From an optimization exercise on the open Yosys and OpenROAD flow, aimed at small area; shortcuts taken in it are not production practice. RTL that was checked went through simulation tests only; none was proved equivalent to the original.

// iob_axil_macc
module iob_axil_macc #(
   parameter DATA_W = 32
) (
   input                 clk_i,
   input                 cke_i,
   input                 arst_i,
   input  [       2-1:0] iob_csrs_axil_araddr_i,
   input                 iob_csrs_axil_arvalid_i,
   output                iob_csrs_axil_arready_o,
   output [  DATA_W-1:0] iob_csrs_axil_rdata_o,
   output [       2-1:0] iob_csrs_axil_rresp_o,
   output                iob_csrs_axil_rvalid_o,
   input                 iob_csrs_axil_rready_i,
   input  [       2-1:0] iob_csrs_axil_awaddr_i,
   input                 iob_csrs_axil_awvalid_i,
   output                iob_csrs_axil_awready_o,
   input  [  DATA_W-1:0] iob_csrs_axil_wdata_i,
   input  [DATA_W/8-1:0] iob_csrs_axil_wstrb_i,
   input                 iob_csrs_axil_wvalid_i,
   output                iob_csrs_axil_wready_o,
   output [       2-1:0] iob_csrs_axil_bresp_o,
   output                iob_csrs_axil_bvalid_o,
   input                 iob_csrs_axil_bready_i
);
Settings: LEC_CHECK=0, CAP_MARGIN=20, CORE_MARGIN=2, CORE_UTILIZATION=40, SLEW_MARGIN=20, SYNTH_HIERARCHICAL=1, SYNTH_MINIMUM_KEEP_SIZE=0; clock period 5.0 ns.
standard.sh (not shown) runs the stock make flow with config.mk's settings and CLKGATE_MAP_FILE= SYNTH_SCRIPT=/design/flow/synth_recipe.tcl, a recipe that flattens the netlist after the stock synthesis.
==> flow/flow/run.sh <==
#!/bin/bash
# The standard layout (standard.sh), with three changes to how the
# layout is made:
#  - after floorplanning, every combinational cell from synthesis is swapped
#    to the smallest cell of its kind (flow/downsize.tcl); the later repair
#    steps size cells up again where timing, slew or load need it;
#  - the port buffers are buf_1 cells;
#  - the clock tree uses clkbuf_8 and no dummy loads.
# Each step's full output goes to its own log file in this folder.
set -euo pipefail
ODB="$PWD/orfs/results/sky130hd/iob_axil_macc/base/2_floorplan.odb"
ARGS=(
  "BUFFER_PORTS_ARGS=-buffer_cell sky130_fd_sc_hd__buf_1"
  "CTS_ARGS=-sink_clustering_enable -repair_clock_nets -dont_use_dummy_load -buf_list sky130_fd_sc_hd__clkbuf_8 -sink_clustering_size 30"
)
bash standard.sh "${ARGS[@]}" floorplan > standard_floorplan.log 2>&1
DS_ODB="$ODB" openroad -no_init -exit flow/downsize.tcl > downsize.log 2>&1
bash standard.sh "${ARGS[@]}" finish > standard_finish.log 2>&1
==> flow/flow/downsize.tcl <==
# Swap every combinational cell of the synthesized netlist to the smallest
# cell of the same kind (same base name and pins), before placement.  The
# flow's own repair steps then size up only what timing, slew or load need.
read_db $::env(DS_ODB)
set db [ord::get_db]
set block [ord::get_db_block]
set masters {}
foreach lib [$db getLibs] {
  foreach m [$lib getMasters] { dict set masters [$m getName] $m }
}
proc pins_of {m} {
  set p {}
  foreach t [$m getMTerms] { lappend p [$t getName] }
  return [lsort $p]
}
set swapped 0
set saved 0
foreach inst [$block getInsts] {
  set m [$inst getMaster]
  set name [$m getName]
  if {![regexp {^sky130_fd_sc_hd__([a-z0-9]+)_([0-9]+)$} $name -> base size]} { continue }
  if {[regexp {^(df|edf|sdf|dl|clk|conb|tap|fill|decap|lpflow|probe|diode|ebuf|einv)} $base]} { continue }
  set best $m
  set area [expr {[$m getWidth] * [$m getHeight]}]
  dict for {cn cm} $masters {
    if {![regexp "^sky130_fd_sc_hd__${base}_\[0-9\]+\$" $cn]} { continue }
    set a [expr {[$cm getWidth] * [$cm getHeight]}]
    if {$a < $area && [pins_of $cm] eq [pins_of $m]} { set best $cm; set area $a }
  }
  if {$best ne $m} {
    set saved [expr {$saved + [$m getWidth] * [$m getHeight] - $area}]
    $inst swapMaster $best
    incr swapped
  }
}
puts "downsize: swapped $swapped cells, saved [expr {$saved / 1.0e6}] um2"
write_db $::env(DS_ODB)
Next try:
--- a/flow/design.v
+++ b/flow/design.v
@@ -631,48 +631,50 @@
          a    <= a_d;
          b    <= b_d;
       end
    end
    reg           en_int;
    reg  [   2:0] dn;
    reg           done_int;
-   reg  [  15:0] acc;   
-   reg           az;
-   reg           cz;
+   reg  [  15:0] acc;
    reg  [   7:0] a_s;
    reg  [   7:0] b_s;
    wire [  15:0] acc_sum;
+   wire [  15:0] acc_d;
    wire          enp = en & ~en_int;
    macc_tree macc (
       .a(a_s),
       .b(b_s),
-      .m(acc & {16{~(load | az)}}),
+      .m(acc & {16{~load}}),
       .q(acc_sum)
    );
+   macc_mux #(
+      .W(16)
+   ) acc_mux (
+      .s (cke_i & dn[2]),
+      .d0(acc),
+      .d1(acc_sum),
+      .y (acc_d)
+   );
    always @(posedge clk_i, negedge arst_i) begin
       if (!arst_i) begin
          en_int   <= 1'b0;
          dn       <= 3'd0;
          done_int <= 1'b0;
-         az       <= 1'b1;
-         cz       <= 1'b1;
+         acc      <= 16'd0;
       end else begin
          if (cke_i) begin
             en_int   <= en;
             dn       <= {dn[1:0], enp};
             done_int <= ~enp & (dn[2] | done_int);
-            if (dn[2]) az <= 1'b0;
-            cz <= az;
          end
+         acc <= acc_d;
       end
    end
    always @(posedge clk_i) begin
-      if (cke_i & dn[2]) acc <= acc_sum;
-   end
-   always @(posedge clk_i) begin
       if (cke_i & dn[0]) begin
          a_s <= a;
          b_s <= b;
       end
    end
    reg  [  15:0] cq;
    reg           dq;
@@ -681,15 +683,15 @@
          cq <= acc;
          dq <= done_int;
       end
    end
    wire ia0 = (ia == 2'd0);
    wire ia1 = (ia == 2'd1);
    wire ia2 = (ia == 2'd2);
-   assign iob_csrs_axil_rdata_o   = {cq & {16{ia1 & ~cz}}, 7'd0, dq & ia0, ia2, 6'd0, ia2};
+   assign iob_csrs_axil_rdata_o   = {cq & {16{ia1}}, 7'd0, dq & ia0, ia2, 6'd0, ia2};
    assign iob_csrs_axil_rresp_o   = 2'b0;
    assign iob_csrs_axil_rvalid_o  = rvalid;
    assign iob_csrs_axil_arready_o = rdy;
    assign iob_csrs_axil_wready_o  = rdy;
    assign iob_csrs_axil_awready_o = awready;
    assign iob_csrs_axil_bresp_o   = 2'b0;
    assign iob_csrs_axil_bvalid_o  = bvalid;
@@ -830,20 +832,18 @@
    macc_fa u49 (n86, n87, n116, n117, n118);
    wire n119, n120;
    macc_fa u50 (n88, n89, n118, n119, n120);
    wire n121, n122;
    macc_fa u51 (n90, n91, n120, n121, n122);
    wire n123, n124;
    macc_fa u52 (n92, n93, n122, n123, n124);
-   wire n125, n126;
-   macc_fa u53 (n94, n95, n124, n125, n126);
-   wire [8:0] r0 = {m[15], n110, n108, n106, n104, n102, n100, n98, n96};
-   wire [8:0] r1 = {n112, n111, n109, n107, n105, n103, n101, n99, n97};
-   wire [8:0] rs = r0 + r1 + n126;
-   assign q = {rs[8], rs[7], rs[6], rs[5], rs[4], rs[3], rs[2], rs[1], rs[0], n125, n123, n121, n119, n117, n115, n113};
+   wire [9:0] r0 = {m[15], n110, n108, n106, n104, n102, n100, n98, n96, n94};
+   wire [9:0] r1 = {n112, n111, n109, n107, n105, n103, n101, n99, n97, n95};
+   wire [9:0] rs = r0 + r1 + n124;
+   assign q = {rs[9], rs[8], rs[7], rs[6], rs[5], rs[4], rs[3], rs[2], rs[1], rs[0], n123, n121, n119, n117, n115, n113};
 endmodule
 module macc_fa (
    input  x,
    input  y,
    input  z,
    output s,
    output c
Outcome: Critical path depth came out higher by 2; routed wire length came out higher by a few percent; sequential share of layout area came out lower by 2.1 points; clock-buffer cell count stays the same; hold slack is better by 0.014 ns; cell area came out lower slightly.
No functional check of the RTL was part of the first run of this note.

==> port drivers added, routing unchanged <==
The flow's constraints put no driver on any port. The routed layouts listed below were extracted and timed again, unchanged, in two steps. Step 1 (the two cells are an assumption about what drives the block):
set clk [get_ports {clk_i}]
set_driving_cell -lib_cell sky130_fd_sc_hd__clkbuf_16 $clk
set_driving_cell -lib_cell sky130_fd_sc_hd__buf_2 [delete_from_list [all_inputs] $clk]
Step 2, shift: input delay + t, output delay - t, t = (earliest + latest rising clock arrival at the registers) / 2. This alone moves slack from input paths to output paths. Slacks: ideal / step 1 / step 2; pairs: ideal / step 1.
run | shift t [ns] | setup slack, ns | clock arrival spread, ns | worst slew at a driven data input, ns
the first run | 0.377 | 0.180 / 0.180 / 0.180 | 0.025 / 0.025 | 0.04
the second run | 0.380 | 0.243 / 0.243 / 0.243 | 0.021 / 0.021 | 0.03
After both steps every run listed still meets setup and hold.
